Context: an optimization exercise on an open-source flow, tuned for small area and a short achievable clock period. The choices shown serve that exercise and are no tape-out recipe. Only simulation tests tie the RTL to the original design; equivalence was not proved. Power figures rest on the tool's default switching activity, not on a simulated workload.

## v47
==> flow/design.v (excerpt) <==
module bit_population_counter_top (
  input  logic         clk_i,
  input  logic         srst_i,
  input  logic [127:0] data_i,
  input  logic         data_val_i,
  output logic [6:0]   data_o,
  output logic         data_val_o
);
  wire s1 = data_i[0] ^ data_i[100] ^ data_i[101];
  wire c2 = (data_i[0] & data_i[100]) | (data_i[0] & data_i[101]) | (data_i[100] & data_i[101]);
  wire s3 = data_i[102] ^ data_i[103] ^ data_i[104];
  wire c4 = (data_i[102] & data_i[103]) | (data_i[102] & data_i[104]) | (data_i[103] & data_i[104]);
  wire s5 = data_i[105] ^ data_i[106] ^ data_i[107];
  wire c6 = (data_i[105] & data_i[106]) | (data_i[105] & data_i[107]) | (data_i[106] & data_i[107]);
  wire s7 = data_i[108] ^ data_i[109] ^ data_i[10];
  wire c8 = (data_i[108] & data_i[109]) | (data_i[108] & data_i[10]) | (data_i[109] & data_i[10]);
  wire s9 = data_i[110] ^ data_i[111] ^ data_i[112];
  wire c10 = (data_i[110] & data_i[111]) | (data_i[110] & data_i[112]) | (data_i[111] & data_i[112]);
  wire s11 = data_i[113] ^ data_i[114] ^ data_i[115];
  wire c12 = (data_i[113] & data_i[114]) | (data_i[113] & data_i[115]) | (data_i[114] & data_i[115]);
  ...
export LEC_CHECK = 0
export CAP_MARGIN = 20
export CORE_MARGIN = 2
export CORE_UTILIZATION = 40
export SETUP_SLACK_MARGIN = 1.25
export SLEW_MARGIN = 20
export SYNTH_ARGS = -noabc
export BUFFER_PORTS_ARGS = -buffer_cell sky130_fd_sc_hd__buf_1
export CTS_ARGS = -sink_clustering_enable -repair_clock_nets -dont_use_dummy_load -buf_list {sky130_fd_sc_hd__clkbuf_4}
create_clock -name core_clock -period 2.6 [get_ports {clk_i}]
standard.sh (not shown) runs the stock make flow with config.mk's settings and CLKGATE_MAP_FILE= SYNTH_SCRIPT=/design/flow/synth_recipe.tcl, a recipe that flattens the netlist after the stock synthesis.
==> flow/flow/run.sh <==
#!/bin/bash
# The standard layout (standard.sh) with three changes to its settings:
#  - Yosys's synth runs without its early "abc -fast" pass (SYNTH_ARGS=-noabc),
#    so extract_fa keeps the RTL's full adders in their true polarity instead
#    of adding inverters around them; the registers are the same;
#  - ports are buffered with plain buf_1 cells instead of delay buffers;
#  - CTS inserts no dummy loads and uses small clock buffers.
# make's output (every step's log is also kept under orfs/logs) goes to flow.log.
set -euo pipefail
cat >> config.mk <<'CFG'
export SYNTH_ARGS = -noabc
export BUFFER_PORTS_ARGS = -buffer_cell sky130_fd_sc_hd__buf_1
export CTS_ARGS = -sink_clustering_enable -repair_clock_nets -dont_use_dummy_load -buf_list {sky130_fd_sc_hd__clkbuf_4}
CFG
bash standard.sh finish > flow.log 2>&1
diff inputs: v47 => v21
# v47
export LEC_CHECK = 0
export CAP_MARGIN = 20
export CORE_MARGIN = 2
export CORE_UTILIZATION = 40
export SETUP_SLACK_MARGIN = 1.25
export SLEW_MARGIN = 20
export SYNTH_ARGS = -noabc
export BUFFER_PORTS_ARGS = -buffer_cell sky130_fd_sc_hd__buf_1
export CTS_ARGS = -sink_clustering_enable -repair_clock_nets -dont_use_dummy_load -buf_list {sky130_fd_sc_hd__clkbuf_4}
create_clock -name core_clock -period 2.6 [get_ports {clk_i}]
# v21
export LEC_CHECK = 0
export CAP_MARGIN = 20
export CORE_MARGIN = 2
export CORE_UTILIZATION = 40
export SLEW_MARGIN = 20
export SYNTH_ARGS = -noabc
export BUFFER_PORTS_ARGS = -buffer_cell sky130_fd_sc_hd__buf_1
export CTS_ARGS = -repair_clock_nets -dont_use_dummy_load -sink_clustering_enable -buf_list {sky130_fd_sc_hd__clkbuf_4} -sink_clustering_size 50 -sink_clustering_max_diameter 300 -sink_clustering_buffer sky130_fd_sc_hd__clkbuf_8
create_clock -name core_clock -period 2.6 [get_ports {clk_i}]
--- a/flow/flow/run.sh
+++ b/flow/flow/run.sh
@@ -12,3 +12,3 @@
 export BUFFER_PORTS_ARGS = -buffer_cell sky130_fd_sc_hd__buf_1
-export CTS_ARGS = -sink_clustering_enable -repair_clock_nets -dont_use_dummy_load -buf_list {sky130_fd_sc_hd__clkbuf_4}
+export CTS_ARGS = -repair_clock_nets -dont_use_dummy_load -sink_clustering_enable -buf_list {sky130_fd_sc_hd__clkbuf_4} -sink_clustering_size 50 -sink_clustering_max_diameter 300 -sink_clustering_buffer sky130_fd_sc_hd__clkbuf_8
 CFG
[summary]
- Each of the runs, namely v47 and v21, reached the end of the flow and came out clean.
- | final cell count | v47 vs v21 | ≈ equal |
- Cmp v21 vs v47: post-layout instance area lower in v21
- For v21, the origin of the worst setup path was p0[1], unlike v47, where it was p0[37].
- The worst-case setup margin in the final layout number comes out lower for v47 vs v21.
- Between v21 and v47, it is v21 whose maximum resistive drop on vdd is lower, by 15%.
- In the flow results for v47 and v21, the core utilization of the finished layout is smaller on v21.
Setup changes, v21 to v29
# v21
export LEC_CHECK = 0
export CAP_MARGIN = 20
export CORE_MARGIN = 2
export CORE_UTILIZATION = 40
export SLEW_MARGIN = 20
export SYNTH_ARGS = -noabc
export BUFFER_PORTS_ARGS = -buffer_cell sky130_fd_sc_hd__buf_1
export CTS_ARGS = -repair_clock_nets -dont_use_dummy_load -sink_clustering_enable -buf_list {sky130_fd_sc_hd__clkbuf_4} -sink_clustering_size 50 -sink_clustering_max_diameter 300 -sink_clustering_buffer sky130_fd_sc_hd__clkbuf_8
create_clock -name core_clock -period 2.6 [get_ports {clk_i}]
# v29
export LEC_CHECK = 0
export CAP_MARGIN = 20
export CORE_MARGIN = 2
export CORE_UTILIZATION = 40
export SETUP_SLACK_MARGIN = 1.4
export SLEW_MARGIN = 20
export SYNTH_ARGS = -noabc
export BUFFER_PORTS_ARGS = -buffer_cell sky130_fd_sc_hd__buf_1
export CTS_ARGS = -sink_clustering_enable -repair_clock_nets -dont_use_dummy_load -buf_list {sky130_fd_sc_hd__clkbuf_4}
create_clock -name core_clock -period 2.6 [get_ports {clk_i}]
--- a/flow/flow/run.sh
+++ b/flow/flow/run.sh
@@ -12,3 +12,3 @@
 export BUFFER_PORTS_ARGS = -buffer_cell sky130_fd_sc_hd__buf_1
-export CTS_ARGS = -repair_clock_nets -dont_use_dummy_load -sink_clustering_enable -buf_list {sky130_fd_sc_hd__clkbuf_4} -sink_clustering_size 50 -sink_clustering_max_diameter 300 -sink_clustering_buffer sky130_fd_sc_hd__clkbuf_8
+export CTS_ARGS = -sink_clustering_enable -repair_clock_nets -dont_use_dummy_load -buf_list {sky130_fd_sc_hd__clkbuf_4}
 CFG
Results
- Share of the synthesized netlist area taken by xor and xnor gates came out exactly the same in v21 and v29.
- v29 -> v21: number of iterations in the first detailed-routing pass delta 0, exact match
- Compared to v21, v29 has overall power 0.46 mW higher.
- Relative to v21, highest achievable clock rate decreased by 0.98% in v29.
- Clock share of power in v29 is 0.8 points below v21.
- v29 vs v21 on global-route met1 utilization: v29 is the higher one.
- In v29 relative to v21, cell area after placement had gone up by a few percent.
- Compared with v21, in v29 cell area increased by 8.6% relative to the old numbers, complex-gate fraction of the synthesized area shows no meaningful change.
- The run showing the smaller final cycle utilization of the critical path is v21.
- v29 reports a lower routing usage on met3 than v21 does.

========
bit_population_counter_top again, from the RTL that the note above started with.
clock: 2.6 ns
lec_check: 0
cap_margin: 20
core_margin: 2
core_utilization: 40
slew_margin: 20
synth_args: -noabc
buffer_ports_args: -buffer_cell sky130_fd_sc_hd__buf_1
cts_args: -repair_clock_nets -dont_use_dummy_load -sink_clustering_enable -buf_list {sky130_fd_sc_hd__clkbuf_4 sky130_fd_sc_hd__clkbuf_16} -sink_clustering_size 40 -sink_clustering_max_diameter 200 -sink_clustering_levels 1
==> flow/flow/run.sh <==
#!/bin/bash
# The standard layout (standard.sh) with three changes to its settings:
#  - Yosys's synth runs without its early "abc -fast" pass (SYNTH_ARGS=-noabc),
#    so extract_fa keeps the RTL's full adders in their true polarity instead
#    of adding inverters around them; the registers are the same;
#  - ports are buffered with plain buf_1 cells instead of delay buffers;
#  - CTS inserts no dummy loads and uses small clock buffers.
# make's output (every step's log is also kept under orfs/logs) goes to flow.log.
set -euo pipefail
cat >> config.mk <<'CFG'
export SYNTH_ARGS = -noabc
export BUFFER_PORTS_ARGS = -buffer_cell sky130_fd_sc_hd__buf_1
export CTS_ARGS = -repair_clock_nets -dont_use_dummy_load -sink_clustering_enable -buf_list {sky130_fd_sc_hd__clkbuf_4 sky130_fd_sc_hd__clkbuf_16} -sink_clustering_size 40 -sink_clustering_max_diameter 200 -sink_clustering_levels 1
CFG
bash standard.sh finish > flow.log 2>&1
Then changed:
--- a/flow/flow/run.sh
+++ b/flow/flow/run.sh
@@ -12,3 +12,3 @@
 export BUFFER_PORTS_ARGS = -buffer_cell sky130_fd_sc_hd__buf_1
-export CTS_ARGS = -repair_clock_nets -dont_use_dummy_load -sink_clustering_enable -buf_list {sky130_fd_sc_hd__clkbuf_4 sky130_fd_sc_hd__clkbuf_16} -sink_clustering_size 40 -sink_clustering_max_diameter 200 -sink_clustering_levels 1
+export CTS_ARGS = -sink_clustering_enable -repair_clock_nets -dont_use_dummy_load -buf_list {sky130_fd_sc_hd__clkbuf_4 sky130_fd_sc_hd__clkbuf_8}
 CFG
- CORE_UTILIZATION: 40 -> 65
- CTS_ARGS: -repair_clock_nets -dont_use_dummy_load -sink_clustering_enable -buf_list {sky130_fd_sc_hd__clkbuf_4 sky130_fd_sc_hd__clkbuf_16} -sink_clustering_size 40 -sink_clustering_max_diameter 200 -sink_clustering_levels 1 -> -sink_clustering_enable -repair_clock_nets -dont_use_dummy_load -buf_list {sky130_fd_sc_hd__clkbuf_4 sky130_fd_sc_hd__clkbuf_8}
- PLACE_DENSITY: unset -> 0.8
After rerunning: Wire length rose by 4.1%. Clock-buffer cell count is unchanged. Worst setup slack loses 0.0057 ns. Sequential share of layout area grows by 1.9 points. Clock power came out lower by 36%. Worst hold slack got worse by 0.0058 ns. Cell count drops by 12%.
Then changed:
--- a/flow/flow/run.sh
+++ b/flow/flow/run.sh
@@ -12,3 +12,3 @@
 export BUFFER_PORTS_ARGS = -buffer_cell sky130_fd_sc_hd__buf_1
-export CTS_ARGS = -sink_clustering_enable -repair_clock_nets -dont_use_dummy_load -buf_list {sky130_fd_sc_hd__clkbuf_4 sky130_fd_sc_hd__clkbuf_8}
+export CTS_ARGS = -sink_clustering_enable -repair_clock_nets -dont_use_dummy_load -buf_list {sky130_fd_sc_hd__clkbuf_4}
 CFG
- CORE_UTILIZATION: 65 -> 40
- CTS_ARGS: -sink_clustering_enable -repair_clock_nets -dont_use_dummy_load -buf_list {sky130_fd_sc_hd__clkbuf_4 sky130_fd_sc_hd__clkbuf_8} -> -sink_clustering_enable -repair_clock_nets -dont_use_dummy_load -buf_list {sky130_fd_sc_hd__clkbuf_4}
- PLACE_DENSITY: 0.8 -> unset
Global-route usage falls by 9.7 points.
Power falls by 7.5%.
Wire length shrinks by 7.0%.
Sequential cell count stays the same.
Synthesized area does not change.
Die area rose by 59%.
Core utilization falls by 31 points.
Final area decreases by 0.34%.
Worst setup slack improves by 0.0048 ns.
Clock-buffer cell count stays the same.
Cell count climbs by 13%.
Then changed:
--- a/flow/flow/run.sh
+++ b/flow/flow/run.sh
@@ -12,3 +12,3 @@
 export BUFFER_PORTS_ARGS = -buffer_cell sky130_fd_sc_hd__buf_1
-export CTS_ARGS = -sink_clustering_enable -repair_clock_nets -dont_use_dummy_load -buf_list {sky130_fd_sc_hd__clkbuf_4}
+export CTS_ARGS = -repair_clock_nets -dont_use_dummy_load -sink_clustering_enable -buf_list {sky130_fd_sc_hd__clkbuf_4} -wire_unit 50
 CFG
- CTS_ARGS: -sink_clustering_enable -repair_clock_nets -dont_use_dummy_load -buf_list {sky130_fd_sc_hd__clkbuf_4} -> -repair_clock_nets -dont_use_dummy_load -sink_clustering_enable -buf_list {sky130_fd_sc_hd__clkbuf_4} -wire_unit 50
- core utilization is higher by 0.50 points
- synthesized area does not change
- setup slack barely changes
- sequential cell count does not change

========
job 6346:
bit_population_counter_top again, from the RTL that the note above started with.
export LEC_CHECK = 0
export CAP_MARGIN = 20
export CORE_MARGIN = 2
export CORE_UTILIZATION = 40
export SLEW_MARGIN = 20
export SYNTH_ARGS = -noabc
export BUFFER_PORTS_ARGS = -buffer_cell sky130_fd_sc_hd__buf_1
export CTS_ARGS = -sink_clustering_enable -repair_clock_nets -dont_use_dummy_load -buf_list {sky130_fd_sc_hd__clkbuf_8} -sink_clustering_size 30 -sink_clustering_max_diameter 120
create_clock -name core_clock -period 2.6 [get_ports {clk_i}]
==> flow/flow/run.sh <==
#!/bin/bash
# The standard layout (standard.sh) with three changes to its settings:
#  - Yosys's synth runs without its early "abc -fast" pass (SYNTH_ARGS=-noabc),
#    so extract_fa keeps the RTL's full adders in their true polarity instead
#    of adding inverters around them; the registers are the same;
#  - ports are buffered with plain buf_1 cells instead of delay buffers;
#  - CTS inserts no dummy loads and uses small clock buffers.
# make's output (every step's log is also kept under orfs/logs) goes to flow.log.
set -euo pipefail
cat >> config.mk <<'CFG'
export SYNTH_ARGS = -noabc
export BUFFER_PORTS_ARGS = -buffer_cell sky130_fd_sc_hd__buf_1
export CTS_ARGS = -sink_clustering_enable -repair_clock_nets -dont_use_dummy_load -buf_list {sky130_fd_sc_hd__clkbuf_8} -sink_clustering_size 30 -sink_clustering_max_diameter 120
CFG
bash standard.sh finish > flow.log 2>&1
Job 6346 finished every step from synthesis to the final layout, and the layout passed the timing, design-rule and antenna checks.
## Diff of input files: job 6833 against job 6346
# job 6346
export LEC_CHECK = 0
export CAP_MARGIN = 20
export CORE_MARGIN = 2
export CORE_UTILIZATION = 40
export SLEW_MARGIN = 20
export SYNTH_ARGS = -noabc
export BUFFER_PORTS_ARGS = -buffer_cell sky130_fd_sc_hd__buf_1
export CTS_ARGS = -sink_clustering_enable -repair_clock_nets -dont_use_dummy_load -buf_list {sky130_fd_sc_hd__clkbuf_8} -sink_clustering_size 30 -sink_clustering_max_diameter 120
create_clock -name core_clock -period 2.6 [get_ports {clk_i}]
# job 6833
export LEC_CHECK = 0
export CAP_MARGIN = 20
export CORE_MARGIN = 2
export CORE_UTILIZATION = 40
export SLEW_MARGIN = 20
export SYNTH_ARGS = -noabc
export BUFFER_PORTS_ARGS = -buffer_cell sky130_fd_sc_hd__buf_1
export CTS_ARGS = -sink_clustering_enable -repair_clock_nets -buf_list {sky130_fd_sc_hd__clkbuf_4}
create_clock -name core_clock -period 2.6 [get_ports {clk_i}]
--- a/flow/flow/run.sh
+++ b/flow/flow/run.sh
@@ -11,5 +11,5 @@
 export SYNTH_ARGS = -noabc
 export BUFFER_PORTS_ARGS = -buffer_cell sky130_fd_sc_hd__buf_1
-export CTS_ARGS = -sink_clustering_enable -repair_clock_nets -dont_use_dummy_load -buf_list {sky130_fd_sc_hd__clkbuf_8} -sink_clustering_size 30 -sink_clustering_max_diameter 120
+export CTS_ARGS = -sink_clustering_enable -repair_clock_nets -buf_list {sky130_fd_sc_hd__clkbuf_4}
 CFG
 bash standard.sh finish > flow.log 2>&1
## What came out
From job 6346 to job 6833 the numbers moved as follows: fraction of power consumed by sequential logic moved down, worst hold slack moved down, met3 layer wire length in the routed design moved down, required time of the critical path moved up, fraction of power consumed by combinational cells moved down. Job 6833 vs. job 6346: final worst setup slack fell by 0.014 ns, number of storage elements in the synthesis netlist stayed essentially flat, final instance count without filler cells rose by 2.6%, upper clock frequency limit fell by 0.90%. From job 6346 to job 6833 the numbers moved as follows: global-route track usage on met2 saw an increase, instance count on the critical path essentially unchanged.
Inputs modified between job 6833 and job 1731:
# job 6833
export LEC_CHECK = 0
export CAP_MARGIN = 20
export CORE_MARGIN = 2
export CORE_UTILIZATION = 40
export SLEW_MARGIN = 20
export SYNTH_ARGS = -noabc
export BUFFER_PORTS_ARGS = -buffer_cell sky130_fd_sc_hd__buf_1
export CTS_ARGS = -sink_clustering_enable -repair_clock_nets -buf_list {sky130_fd_sc_hd__clkbuf_4}
create_clock -name core_clock -period 2.6 [get_ports {clk_i}]
# job 1731
export LEC_CHECK = 0
export CAP_MARGIN = 20
export CORE_MARGIN = 2
export CORE_UTILIZATION = 40
export SLEW_MARGIN = 20
export SYNTH_ARGS = -noabc
export BUFFER_PORTS_ARGS = -buffer_cell sky130_fd_sc_hd__buf_1
export CTS_ARGS = -repair_clock_nets -dont_use_dummy_load -buf_list {sky130_fd_sc_hd__clkbuf_4}
create_clock -name core_clock -period 2.6 [get_ports {clk_i}]
--- a/flow/flow/run.sh
+++ b/flow/flow/run.sh
@@ -11,5 +11,5 @@
 export SYNTH_ARGS = -noabc
 export BUFFER_PORTS_ARGS = -buffer_cell sky130_fd_sc_hd__buf_1
-export CTS_ARGS = -sink_clustering_enable -repair_clock_nets -buf_list {sky130_fd_sc_hd__clkbuf_4}
+export CTS_ARGS = -repair_clock_nets -dont_use_dummy_load -buf_list {sky130_fd_sc_hd__clkbuf_4}
 CFG
 bash standard.sh finish > flow.log 2>&1
### Flow results
- Job 1731 ended with less leakage power total than job 6833.
- Compared with job 6833, job 1731 shows a met3 global-route usage that is 0.31 points lower.
- Delta(setup slack, job 1731 - job 6833) > 0
- Filler cell count in the final layout: job 6833 vs job 1731 — no meaningful difference
- Between job 1731 and job 6833, it is job 1731 whose final-layout clock buffer total is lower, by 4.
Changes in job 2246 relative to job 1731:
# job 1731
export LEC_CHECK = 0
export CAP_MARGIN = 20
export CORE_MARGIN = 2
export CORE_UTILIZATION = 40
export SLEW_MARGIN = 20
export SYNTH_ARGS = -noabc
export BUFFER_PORTS_ARGS = -buffer_cell sky130_fd_sc_hd__buf_1
export CTS_ARGS = -repair_clock_nets -dont_use_dummy_load -buf_list {sky130_fd_sc_hd__clkbuf_4}
create_clock -name core_clock -period 2.6 [get_ports {clk_i}]
# job 2246
export LEC_CHECK = 0
export CAP_MARGIN = 20
export CORE_MARGIN = 2
export CORE_UTILIZATION = 40
export SLEW_MARGIN = 20
export SYNTH_ARGS = -noabc
export BUFFER_PORTS_ARGS = -buffer_cell sky130_fd_sc_hd__buf_1
export CTS_ARGS = -sink_clustering_enable -repair_clock_nets -dont_use_dummy_load -buf_list {sky130_fd_sc_hd__clkbuf_4 sky130_fd_sc_hd__clkbuf_8}
create_clock -name core_clock -period 2.6 [get_ports {clk_i}]
--- a/flow/flow/run.sh
+++ b/flow/flow/run.sh
@@ -11,5 +11,5 @@
 export SYNTH_ARGS = -noabc
 export BUFFER_PORTS_ARGS = -buffer_cell sky130_fd_sc_hd__buf_1
-export CTS_ARGS = -repair_clock_nets -dont_use_dummy_load -buf_list {sky130_fd_sc_hd__clkbuf_4}
+export CTS_ARGS = -sink_clustering_enable -repair_clock_nets -dont_use_dummy_load -buf_list {sky130_fd_sc_hd__clkbuf_4 sky130_fd_sc_hd__clkbuf_8}
 CFG
 bash standard.sh finish > flow.log 2>&1
## What came out
Taking job 1731 as the reference, in job 2246 part of the power in the clock network went up 4.6 points; cell total after placement held; hold slack went up 0.050 ns.
Job 2246 — fraction of power spent switching nets 0.78 points lower, job 1731 as reference
Job 2246 finished every stage and its layout cleared the timing, design-rule and antenna checks.
Between job 2246 and job 1731, the sequential power figures differ only marginally.
Design area ended up about 1.8% higher on job 2246 than on job 1731.
In the reports for job 1731 and job 2246, the larger sequential share of layout area belongs to job 1731.

-- afterwards: timing with drivers on the ports --
The results above use ideal ports. As a check the final layouts listed here were re-extracted and re-timed, cells and wires unchanged. Step 1, drivers: a clkbuf_16 drives clk_i and a buf_2 each remaining input, both assumed. Step 2 adds t to the input delays and takes it off the output delays; t is the mean of the earliest and latest rising clock arrival at the registers after step 1. Input paths then give back, and output paths get back, about the clock's delay inside the block. Three values: ideal, step 1, step 2; two values: the first two.
run | t (ns) | setup slack, ns | hold WS [ns] | cell pins on the clock port's net
v47 | 0.485 | 1.083 / 1.083 / 0.833 | 0.255 / 0.245 / 0.329 | 1
v21 | 0.485 | 1.117 / 1.117 / 0.818 | 0.271 / 0.261 / 0.330 | 1
v29 | 0.491 | 1.102 / 1.102 / 0.800 | 0.264 / 0.253 / 0.320 | 1
the first run of note 2 | 0.430 | 1.118 / 1.118 / 0.807 | 0.322 / 0.317 / 0.322 | 1
the second run of note 2 | 0.431 | 1.112 / 1.112 / 0.790 | 0.317 / 0.314 / 0.327 | 1
the third run of note 2 | 0.485 | 1.117 / 1.117 / 0.818 | 0.271 / 0.261 / 0.330 | 1
the fourth run of note 2 | 0.516 | 1.116 / 1.109 / 0.818 | 0.244 / 0.235 / 0.330 | 1
job 6346 | 0.436 | 1.119 / 1.119 / 0.809 | 0.320 / 0.311 / 0.326 | 1
job 6833 | 0.516 | 1.106 / 1.104 / 0.813 | 0.241 / 0.231 / 0.337 | 1
job 1731 | 0.485 | 1.117 / 1.117 / 0.818 | 0.271 / 0.261 / 0.330 | 1
job 2246 | 0.436 | 1.119 / 1.119 / 0.809 | 0.320 / 0.311 / 0.326 | 1
After both steps every run listed still meets setup and hold. For the second run of note 2, which loses most, drivers alone change the setup slack by 0.000 ns; drivers and shift together by -0.322 ns.
